Background: an optimization exercise with open tools, aiming at small area and a short achievable clock period. Do not read the settings as production practice. Only simulation tests tie the RTL to the original design; equivalence was not proved.

===== flow/run.sh =====
#!/bin/bash
# The standard layout, with repair_timing asked to leave a setup margin so
# that it shortens the register-to-register paths below the clock period.
# The clock period, the I/O delays and every other constraint are unchanged.
set -euo pipefail
export SETUP_SLACK_MARGIN=90
bash standard.sh > standard_flow.log 2>&1

===== standard.sh =====
#!/bin/bash
# synth_recipe.tcl (not shown) runs the flow's synth.tcl, then flattens the netlist and writes it again
# the make line also repeats each setting of config.mk as NAME=value (left out here)
make -C /OpenROAD-flow-scripts/flow DESIGN_CONFIG=/design/flow/config.mk WORK_HOME=/design/flow/orfs CLKGATE_MAP_FILE= SYNTH_SCRIPT=/design/flow/synth_recipe.tcl "${@:-finish}"

===== config.mk =====
export PLATFORM = sky130hd
export DESIGN_NAME = mult_div_pipe
export DESIGN_NICKNAME = mult_div_pipe
export VERILOG_FILES = /design/flow/design.v
export SDC_FILE = /design/flow/constraint.sdc
export NUM_CORES = 4
export LEC_CHECK = 0
export ABC_AREA = 1
export CAP_MARGIN = 20
export CORE_MARGIN = 2
export CORE_UTILIZATION = 55
export SLEW_MARGIN = 20

===== constraint.sdc =====
create_clock -name core_clock -period 115.0 [get_ports {clk}]
set_input_delay 23.0000 -clock core_clock [delete_from_list [all_inputs] [get_ports {clk}]]
set_output_delay 23.0000 -clock core_clock [all_outputs]
set_load 0.01 [all_outputs]

===== design.v =====
package PARAMS_pkg;
    parameter INSTR_SIZE = 32;
    parameter ADDR_SIZE = 32;
    parameter WD_SIZE = 32;
    parameter INSTR_REG_SIZE = 5;
    parameter OPCODE_SIZE = 7;
    parameter FUNCT3_SIZE = 3;
    parameter FUNCT7_SIZE = 7;
    parameter IMM_I_SIZE = 12;
    parameter OPCODE_OP = 7'b0110011;  
    parameter OPCODE_IM = 7'b0010011;
    parameter OPCODE_LD = 7'b0000011;
    parameter OPCODE_ST = 7'b0100011;
    parameter OPCODE_BR = 7'b1100011;
    parameter OPCODE_JM = 7'b1101111;
    parameter F7_ADD = 7'b0;
    parameter F7_SUB = 7'b0100000;
    parameter F7_MULDIV = 7'b0000001;
    parameter F3_ADD = 3'b0;
    parameter F3_SUB = 3'b0;
    parameter F3_MUL = 3'b0;
    parameter F3_MULH = 3'b001;
    parameter F3_MULHSU = 3'b010;
    parameter F3_MULHU = 3'b011;
    parameter F3_DIV = 3'b100;
    parameter F3_DIVU = 3'b101;
    parameter F3_REM = 3'b110;
    parameter F3_REMU = 3'b111;
    parameter F3_LDB = 3'b0;
    parameter F3_LDW = 3'b010;
    parameter F3_STB = 3'b0;
    parameter F3_STW = 3'b010;
    parameter F3_BEQ = 3'b0;
    parameter F3_BNE = 3'b001;
    parameter F3_BLT = 3'b100;
    parameter F3_BGE = 3'b101;
    parameter F3_BLTU = 3'b110;
    parameter F3_BGEU = 3'b111;
    parameter MEM_ACCESS_BYTE = 3'b000;
    parameter MEM_ACCESS_HALF = 3'b001;
    parameter MEM_ACCESS_WORD = 3'b010;
    parameter RD = 1'b0;
    parameter WR = 1'b1;
    parameter BOOT_ADDR = 32'h00001000;
    parameter EXCEP_ADDR = 32'h00002000;
    parameter NOP_INSTR = { {{WD_SIZE-7}{1'b0}}, OPCODE_IM};  
    parameter CACHE_LINE_SIZE = 64;  
    parameter CACHE_NUM_LINES = 4;
endpackage
`timescale 1ns/1ps
module div_chain #(
    parameter integer K0 = 0,
    parameter integer K1 = 8
) (
    input  logic [(K0 > 0 ? K0 : 1)-1:0] r_i,
    input  logic [31:0] n_i,             
    input  logic [31:0] d_i,             
    output logic [K1-1:0] r_o,           
    output logic [K1-K0-1:0] q_o         
);
    logic [K1:K0][31:0] rr;
    if (K0 > 0) begin : g_rin
        assign rr[K0] = {{(32-K0){1'b0}}, r_i[K0-1:0]};
    end else begin : g_rzero
        assign rr[K0] = 32'b0;
    end
    for (genvar k = K0; k < K1; k++) begin : st
        localparam integer W = k + 1;
        logic [W-1:0] x;
        logic [W:0] diff;
        logic hnz, q;
        if (k == 0) begin : g_x0
            assign x = n_i[31];
        end else begin : g_xn
            assign x = {rr[k][k-1:0], n_i[31-k]};
        end
        assign diff = {1'b0, x} - {1'b0, d_i[W-1:0]};
        if (W < 32) begin : g_hi
            assign hnz = |d_i[31:W];
            assign rr[k+1][31:W] = '0;
        end else begin : g_nohi
            assign hnz = 1'b0;
        end
        assign q = ~diff[W] & ~hnz;
        assign rr[k+1][W-1:0] = q ? diff[W-1:0] : x;
        assign q_o[K1-1-k] = q;
    end
    assign r_o = rr[K1][K1-1:0];
endmodule
module booth_mul (
    input  logic [32:0] x,    
    input  logic [32:0] y,    
    output logic [63:0] p
);
    localparam integer NR = 17;
    logic [33:0] ys;
    assign ys = {y[32], y};
    logic [33:0] xs;             
    assign xs = {x[32], x};
    localparam logic [63:0] C = 64'h5555555600000000;
    logic [NR-1:0][63:0] row;
    for (genvar i = 0; i < NR; i++) begin : g_row
        logic y0, y1, y2, one, two, neg;
        assign y0 = (i == 0) ? 1'b0 : ys[2*i-1];
        assign y1 = ys[2*i];
        assign y2 = ys[2*i+1];
        assign one = y1 ^ y0;
        assign two = (y2 & ~y1 & ~y0) | (~y2 & y1 & y0);
        assign neg = y2;
        logic [33:0] sel;
        assign sel = ({34{one}} & xs) | ({34{two}} & {xs[32:0], 1'b0});
        logic [33:0] pv;
        assign pv = sel ^ {34{neg}};
        logic [63:0] r;
        assign r = ({30'b0, ~pv[33], pv[32:0]} << (2*i));
        assign row[i] = r;
    end
    logic [63:0] negs;
    for (genvar i = 0; i < 64; i++) begin : g_neg
        if (i % 2 == 0 && i / 2 < NR) begin : g_n
            assign negs[i] = g_row[i/2].neg;
        end else begin : g_z
            assign negs[i] = 1'b0;
        end
    end
    always_comb begin
        p = C + negs;
        for (int i = 0; i < NR; i++) p = p + row[i];
    end
endmodule
`timescale 1ns/1ps
import PARAMS_pkg::*;
module mult_div_pipe (
    input clk,
    input reset_n,
    input logic op_i,
    input logic [FUNCT7_SIZE-1:0] funct7_i,
    input logic [FUNCT3_SIZE-1:0] funct3_i,
    input logic [WD_SIZE-1:0] op1_data_i,
    input logic [WD_SIZE-1:0] op2_data_i,
    input logic [INSTR_REG_SIZE-1:0] rd_i,
    input logic ctrl_reg_write_i,
    output logic [INSTR_REG_SIZE-1:0] rd_m0_o,
    output logic [INSTR_REG_SIZE-1:0] rd_m1_o,
    output logic [INSTR_REG_SIZE-1:0] rd_m2_o,
    output logic [INSTR_REG_SIZE-1:0] rd_m3_o,
    output logic [WD_SIZE-1:0] bypass_ml_data_o,
    output logic bypass_ctrl_reg_write_ml_o,
    output logic [INSTR_REG_SIZE-1:0] rd_o,
    output logic ctrl_reg_write_o,
    output logic valid_result_o,
    output logic [WD_SIZE-1:0] result_o
);
localparam integer K1 = 13;    
localparam integer K2 = 22;    
logic v0, w0;
logic [4:0] rd0;
logic [2:0] f0;
logic [31:0] a0, b0;
always_ff @(posedge clk) begin
    a0 <= op1_data_i;
    b0 <= op2_data_i;
    f0 <= funct3_i;
    if (!reset_n) begin
        v0 <= 1'b0;
        w0 <= 1'b0;
        rd0 <= 5'b0;
    end else begin
        v0 <= op_i && (funct7_i == F7_MULDIV) && ctrl_reg_write_i;
        w0 <= ctrl_reg_write_i;
        rd0 <= ctrl_reg_write_i ? rd_i : 5'b0;
    end
end
logic as1, bs1;
assign as1 = a0[31] & (f0[1:0] != 2'b11);
assign bs1 = b0[31] & (f0[1:0] == 2'b01);
logic [63:0] prod;
booth_mul bm (.x ({as1, a0}), .y ({bs1, b0}), .p (prod));
logic [31:0] mulres;
assign mulres = (f0[1:0] == 2'b00) ? prod[31:0] : prod[63:32];
logic na, nb, bz;
assign na = ~f0[0] & a0[31];
assign nb = ~f0[0] & b0[31];
assign bz = (b0 == 32'b0);
logic [31:0] ua, ub;
assign ua = (a0 ^ {32{na}}) + {31'b0, na};
assign ub = (b0 ^ {32{nb}}) + {31'b0, nb};
logic [K1-1:0] r1_d, q1_d;
div_chain #(.K0(0), .K1(K1)) dc1 (
    .r_i (1'b0), .n_i (ua), .d_i (ub), .r_o (r1_d), .q_o (q1_d)
);
logic v1, w1, neg1, rem1, mul1;
logic [4:0] rd1;
logic [K1-1:0] r1, q1;
logic [31-K1:0] n1;
logic [31:0] d1;
always_ff @(posedge clk) begin
    r1 <= r1_d;
    q1 <= q1_d;
    n1 <= ua[31-K1:0];
    d1 <= f0[2] ? ub : mulres;
    neg1 <= f0[1] ? na : (na ^ nb) & ~bz;
    rem1 <= f0[1];
    mul1 <= ~f0[2];
    if (!reset_n) begin
        v1 <= 1'b0;
        w1 <= 1'b0;
        rd1 <= 5'b0;
    end else begin
        v1 <= v0;
        w1 <= w0;
        rd1 <= rd0;
    end
end
logic [K2-1:0] r2_d;
logic [K2-K1-1:0] q2_d;
div_chain #(.K0(K1), .K1(K2)) dc2 (
    .r_i (r1), .n_i ({q1, n1}), .d_i (d1), .r_o (r2_d), .q_o (q2_d)
);
logic v2, w2, neg2, rem2, mul2;
logic [4:0] rd2;
logic [K2-1:0] r2, q2;
logic [31-K2:0] n2;
logic [31:0] d2;
always_ff @(posedge clk) begin
    r2 <= r2_d;
    q2 <= {q1, q2_d};
    n2 <= n1[31-K2:0];
    d2 <= d1;
    neg2 <= neg1;
    rem2 <= rem1;
    mul2 <= mul1;
    if (!reset_n) begin
        v2 <= 1'b0;
        w2 <= 1'b0;
        rd2 <= 5'b0;
    end else begin
        v2 <= v1;
        w2 <= w1;
        rd2 <= rd1;
    end
end
logic [31:0] r3_d;
logic [31-K2:0] q3_d;
div_chain #(.K0(K2), .K1(32)) dc3 (
    .r_i (r2), .n_i ({q2, n2}), .d_i (d2), .r_o (r3_d), .q_o (q3_d)
);
logic [31:0] dres, sres, res3_d;
assign dres = rem2 ? r3_d : {q2, q3_d};
assign sres = (dres ^ {32{neg2}}) + {31'b0, neg2};
assign res3_d = mul2 ? d2 : sres;
logic v3, w3, v4, w4;
logic [4:0] rd3, rd4;
logic [31:0] res3, res4;
always_ff @(posedge clk) begin
    res3 <= res3_d;
    res4 <= res3;
    if (!reset_n) begin
        v3 <= 1'b0;
        w3 <= 1'b0;
        rd3 <= 5'b0;
        v4 <= 1'b0;
        w4 <= 1'b0;
        rd4 <= 5'b0;
    end else begin
        v3 <= v2;
        w3 <= w2;
        rd3 <= rd2;
        v4 <= v3;
        w4 <= w3;
        rd4 <= rd3;
    end
end
assign rd_m0_o = rd0;
assign rd_m1_o = rd1;
assign rd_m2_o = rd2;
assign rd_m3_o = rd3;
assign bypass_ml_data_o = res3;
assign bypass_ctrl_reg_write_ml_o = w3;
assign rd_o = rd4;
assign ctrl_reg_write_o = w4;
assign valid_result_o = v4;
assign result_o = res4;
endmodule

==> results of run 1 <==
==> metal layers <==
layer / wire (µm) / up-vias / GRT usage
met5: 9 / - / 0
met4: 22500 / 2 / 0.282
met3: 25200 / 1099 / 0.0866
met2: 118000 / 3707 / 0.645
met1: 105000 / 33100 / 0.497
li1: - / 33300 / -
==> cells in the mapped netlist, drive strengths merged (73+ instances only) <==
cell,number
xor2,860
o22ai,522
and2,75
dfxtp,335
a21oi,629
or2,93
o21bai,73
o21ai,460
clkbuf,263
ha,749
fa,481
nand3,586
nand2,2273
inv,1380
buf,127
nor2,572
xnor2,192
==> registers in the layout (all words and copies together), names as in the netlist, 10 cells and up <==
name  cells
res3     32
q2       22
n2       10
r1       13
q1       13
d2       32
res4     32
b0       32
a0       32
d1       32
r2       22
n1       19
==> metrics by stage <==
stage | cells | utilization
floorplan | 10100 | -
global placement | 11700 | 0.578
detailed placement | 11700 | 0.578
CTS | 11800 | 0.593
global route | 11900 | 0.604
finish | 11900 | 0.604
==> worst min-delay path by stage <==
stage / from / endpoint / depth (start not counted)
6_report: rem1 / rem2 / 0
5_1_grt: rem1 / rem2 / 0
4_1_cts: rem1 / rem2 / 0
3_5_place_dp: mul1 / mul2 / 0
3_3_place_gp: mul1 / mul2 / 0
2_1_floorplan: mul1 / mul2 / 0
==> timing repair <==
item / in CTS / in global routing
buffers inserted: 14 / 60
resized for setup: 61 / 220
gates cloned: 2 / 8
pin swaps: 2 / 28
endpoints found under the setup margin: 68 / 70
==> cell usage in the layout (no fill, tap or decap), drive strengths merged, types with 48 or more instances in the layout <==
cell type | Yosys | layout
clkbuf | 263 | 53
ha | 749 | 749
dfxtp | 335 | 335
o21ai | 460 | 460
a31oi | 71 | 71
nand3 | 586 | 587
nand2 | 2273 | 2279
xor2 | 860 | 860
buf | 127 | 197
or2 | 93 | 93
nand4 | 48 | 48
o21bai | 73 | 73
and2 | 75 | 75
a21oi | 629 | 629
fa | 481 | 481
nor3 | 70 | 70
xnor2 | 192 | 192
inv | 1380 | 1369
o22ai | 522 | 522
nor2 | 572 | 572
clkdlybuf4s50 | 0 | 174
==> kinds of logic (layout without fill, tap and decap cells) <==
| kind of cell | count (synthesis) | count (layout) | synth area share |
|---|---|---|---|
| compound gates | 1946 | 1946 | 0.163 |
| xor+xnor | 1052 | 1052 | 0.135 |
| fa+ha+maj | 1230 | 1230 | 0.275 |
| buf+inv | 1788 | 1853 | 0.0986 |
| flops | 335 | 335 | 0.0970 |
| mux | 1 | 1 | 0.000145 |
| other cells | 0 | 4 | 0 |
| simple gates | 3788 | 3795 | 0.231 |
==> area by class of cell <==
class,count,area (µm²),area share
well taps,1650,2060,0.0273
multi-input cells,8024,56500,0.746
flip-flops and latches,335,6740,0.0891
diodes,4,10.0,0.000132
clock buffers,52,1130,0.0149
repair buffers,372,3430,0.0453
inverters,1398,5380,0.0711
clock inverters,28,413,0.00546
repair inverters,3,20.0,0.000265
==> results.toml, run 1 <==
[status]
status = "finished clean"

[grt]
grt_overflow = 0
first_global_vias = 68800
grt_antenna_before_repair = 9
grt_max_degree = 66
grt_usage = 0.408
grt_pass1_wl_um = 403000

[route]
vias_per_cell = 6.00
wl_per_cell_um = 22.8
drtIter0Drc = 7242
drc = 0
dr.pass1.iters = 7
routed_wl_um = 270000
antenna_left = 0
via_count = 71200

[critical_path]
slowest_stage = "clkdlybuf4s50_1"
path_class = "register to primary output"
crit_path_start_kind = "register"
path_buf_inv = 1
path_max_fanout = 2
crit_path_start = "res3[0]"
crit_arrival_ps = 1690
critPathMaxStageDelay_ps = 590
crit_required_ps = 92000
crit_family = "buffers and inverters"
cp-endpoint = "bypass_ml_data_o[0]"
timing.rr.start = "b0[31]"
reg2reg_depth = 166
path_depth = 1
crit_chain = "clkdlybuf4s50_1"
reg2reg_slack_ps = 91680
reg2reg_to = "r1[11]"
end_kind = "primary output"

[sta]
finClkSkew_ps = 37.1
rsz0062_at_grt = "false"
fmax_ghz = 0.0405
maxSlewHeadroom = 0.251
post-route-min-period_ps = 24690
finalHoldViolCount = 0
drv_slew = 0
period_share = 0.215
tightest_slew_ps = 1120
worst_slack_ps = 90310
holdWs_ps = 319
fin_setup_tns_ps = 0
setup_violations = 0

[clocking]
cts.clk_slew.worst_paths_ps = 60
clock_tree.buffer_depth = 3
cts_num_sinks = 335
cts_buffers = 43
clkLatencyLatePin_ps = 650
root_buffer = "clkbuf_16"
cts.htree.levels = 2
hold_buffers = 0
cts_tree = "yes"

[yosys]
yosys-top-cells-area = "fa_1 14%, ha_1 14%, nand2_1 12%"
synthesis.area_um2 = 69100
synthArstFlopShare = 0
yosys_warnings = 2
ys_ff_latch = 335
synth_cell_type_count = 74
synth_area_leader_cell = "fa_1"
seq_area_frac_synth = 0.0970
synthFlopType = "dfxtp_1"
synth_top_area_frac = 0.139
avgSynthCellArea_um2 = 6.82
syn_nets = 11500
synthCells = 10100
synth-edff-count = 0

[floorplan]
pin_count = 175
die-area_um2 = 129000
dieHeight_um = 359
die_w_um = 359
fp.coreArea_um2 = 125000
start_util = 0.552
fp-row-count = 130

[finish]
areaGrowthSynthToFinish_pct = 9.45
post_route_cells_drive_above_1_share = 0.0644
num-nets-final = 11500
postLayoutCellArea_um2 = 75700
num-fill-cells = 11900

[place]
place.port_buffers = 174
dp_hpwl_um = 206000
post-place-ws_ps = 87040
place_congestion = 1.00
postPlaceCellArea_um2 = 72400

[hold_path]
hold_class = "register to register"

[run]
cap_violations = 0
==> run 2, diff against run 1 <==
==> run.sh (new file) <==
#!/bin/bash
# synth_recipe.tcl (not shown) runs the flow's synth.tcl, then flattens the netlist and writes it again
# the make line also repeats each setting of config.mk as NAME=value (left out here)
make -C /OpenROAD-flow-scripts/flow DESIGN_CONFIG=/design/flow/config.mk WORK_HOME=/design/flow/orfs CLKGATE_MAP_FILE= SYNTH_SCRIPT=/design/flow/synth_recipe.tcl finish
--- a/config.mk
+++ b/config.mk
@@ -10,3 +10,3 @@
 export CORE_MARGIN = 2
-export CORE_UTILIZATION = 55
+export CORE_UTILIZATION = 40
 export SLEW_MARGIN = 20
removed: flow/run.sh
removed: standard.sh
==> results.toml, run 2 <==
[place]
place_congestion = 1.00
post-place-ws_ps = 85570
place.port_buffers = 174
dp_hpwl_um = 209000

[yosys]
synthArstFlopShare = 0
synth_area_leader_cell = "fa_1"
synthCells = 10100
yosys_warnings = 2
synth_common_cells = "2259 x nand2_1, 1360 x inv_1, 849 x xor2_1"
synth-edff-count = 0
synthesis.area_um2 = 69100
seq_area_frac_synth = 0.0970
synth_cell_type_count = 74
avgSynthCellArea_um2 = 6.82
synth_top_area_frac = 0.139
syn_nets = 11500
ys_ff_latch = 335
yosys-top-cells-area = "fa_1 14%, ha_1 14%, nand2_1 12%"
synthMostInstantiatedCell = "nand2_1"
synthFlopType = "dfxtp_1"

[finish]
post_route_cells_drive_above_1_share = 0.0439
num-nets-final = 11400
layout_commonest_cell = "nand2_1"
num-fill-cells = 17900
final_cell_mix = "2247 x nand2_1, 1357 x inv_1, 849 x xor2_1"
areaGrowthSynthToFinish_pct = 8.23

[sta]
fmax_ghz = 0.0336
post-route-min-period_ps = 29730
finalHoldViolCount = 0
tightest_slew_ps = 1120
setup_violations = 0
maxSlewHeadroom = 0.256
worst_slack_ps = 85270
fin_setup_tns_ps = 0
period_share = 0.259
drv_slew = 0
finClkSkew_ps = 38.3
rsz0062_at_grt = "false"

[floorplan]
dieHeight_um = 420
die_w_um = 420
start_util = 0.403
die-area_um2 = 176000
fp-row-count = 152
pin_count = 175
fp.coreArea_um2 = 172000

[clocking]
hold_buffers = 0
root_buffer = "clkbuf_16"
cts_tree = "yes"
cts_num_sinks = 335
post_cts_resized = 0
clock_tree.buffer_depth = 3
postCtsSetupRepairBufs = 0
clkLatencyLatePin_ps = 630
cts.clk_slew.worst_paths_ps = 70
cts_buffers = 41
cts.htree.levels = 2

[critical_path]
end_kind = "register"
path_buf_inv = 19
crit_arrival_ps = 30210
path_class = "register to register"
critPathMostFrequentCell = "nand2_1"
crit_path_start_kind = "register"
crit_required_ps = 115480
crit_family = "simple AND/OR/NAND/NOR gates"
path_max_fanout = 32
critPathMaxStageDelay_ps = 580
slowest_stage = "dfxtp_1"

[run]
cap_violations = 0

[route]
antenna_left = 0
dr.pass1.iters = 8
via_count = 69500
drtIter0Drc = 5579
vias_per_cell = 5.58
wl_per_cell_um = 21.5
drc = 0
routed_wl_um = 268000

[grt]
grt_max_degree = 66
grt_usage = 0.297
first_global_vias = 68300
grt_antenna_before_repair = 10
grt_pass1_wl_um = 405000
grt_overflow = 0

[status]
status = "finished clean"

[hold_path]
hold_class = "register to register"
==> run 2: area by class of cell <==
class	instances	area (µm²)	area share
timing repair buffer	310	2770	0.0370
antenna	6	15.0	0.000201
clock inverter	20	295	0.00395
sequential	335	6720	0.0898
tap	2310	2890	0.0386
clock buffer	54	1150	0.0153
inverter	1398	5250	0.0702
multi-input combinational	8017	55700	0.745
==> run 2: kinds of logic after synthesis <==
kind of cell | Yosys count | share of synthesized area
multiplexers | 1 | 0.000145
XOR/XNOR | 1052 | 0.135
adder cells (fa/ha/maj) | 1230 | 0.275
flip-flops | 335 | 0.0970
AO/OA/AOI/OAI | 1946 | 0.163
AND/OR/NAND/NOR | 3788 | 0.231
buffers and inverters | 1788 | 0.0986
==> run 2: worst register-to-register path: cells and delay by family (launching register included) <==
family | cells | cell delay [ps]
simple gates | 85 | 12480
compound gates | 50 | 8180
fa+ha+maj | 15 | 5000
buf+inv | 19 | 2950
flops | 1 | 580
xor+xnor | 1 | 390
==> run 2: metal layers <==
| metal | share of wire | wire, µm | GRT usage |
|---|---|---|---|
| met1 | 0.39 | 105000 | 0.354 |
| met2 | 0.46 | 123000 | 0.499 |
| met3 | 0.073 | 19700 | 0.0449 |
| met4 | 0.074 | 19800 | 0.189 |
| met5 | 0.000048 | 13 | 0 |
==> run 2: per-stage QoR <==
step                      hold slack, ps  std cells  utilization  instance area [µm²]
after CTS                            324      12400        0.436                74800
after detailed placement             312      12400        0.427                73400
after floorplan                      310      10100            -                69100
final                                326      12500        0.436                74800
after global placement               310      12400        0.427                73400
after global routing                 328      12400        0.436                74800
==> run 2: path summary, 6_finish.rpt <==
check	startpoint	end	slack, ps	cells past startpoint
worst min register to register	q1[4]	q2[13]	330	0
worst max-delay path	a0[31]	r1[8]	85270	170
worst min-delay path	q1[4]	q2[13]	330	0
worst max register to register	a0[31]	r1[8]	85270	170

[what the ideal ports hide]
In the flow no input, the clock included, has a driving cell. The finished layouts below were timed again as built, in two steps.
Step 1 sets driving cells, clkbuf_16 on the clock port and buf_2 on the other inputs (assumed; they add their load-dependent delay and slew).
Step 2 moves the port delays by t, midway between the first and last clock arrival at a register: inputs arrive t later, outputs are due t later. That takes back most of the time a late clock gives input paths.
a / b / c = ideal / step 1 / step 2; a / b = the first two.
| run | t, ns | setup slack, ns | pins driven straight from the clock port |
|---|---|---|---|
| run 1 | 0.712 | 90.307 / 90.223 / 89.898 | 1 |
| run 2 | 0.685 | 85.268 / 85.268 / 85.268 | 1 |
After both steps setup and hold are still met in every run listed. For run 1, which loses most, drivers alone change the setup slack by -0.084 ns; drivers and shift together by -0.409 ns.
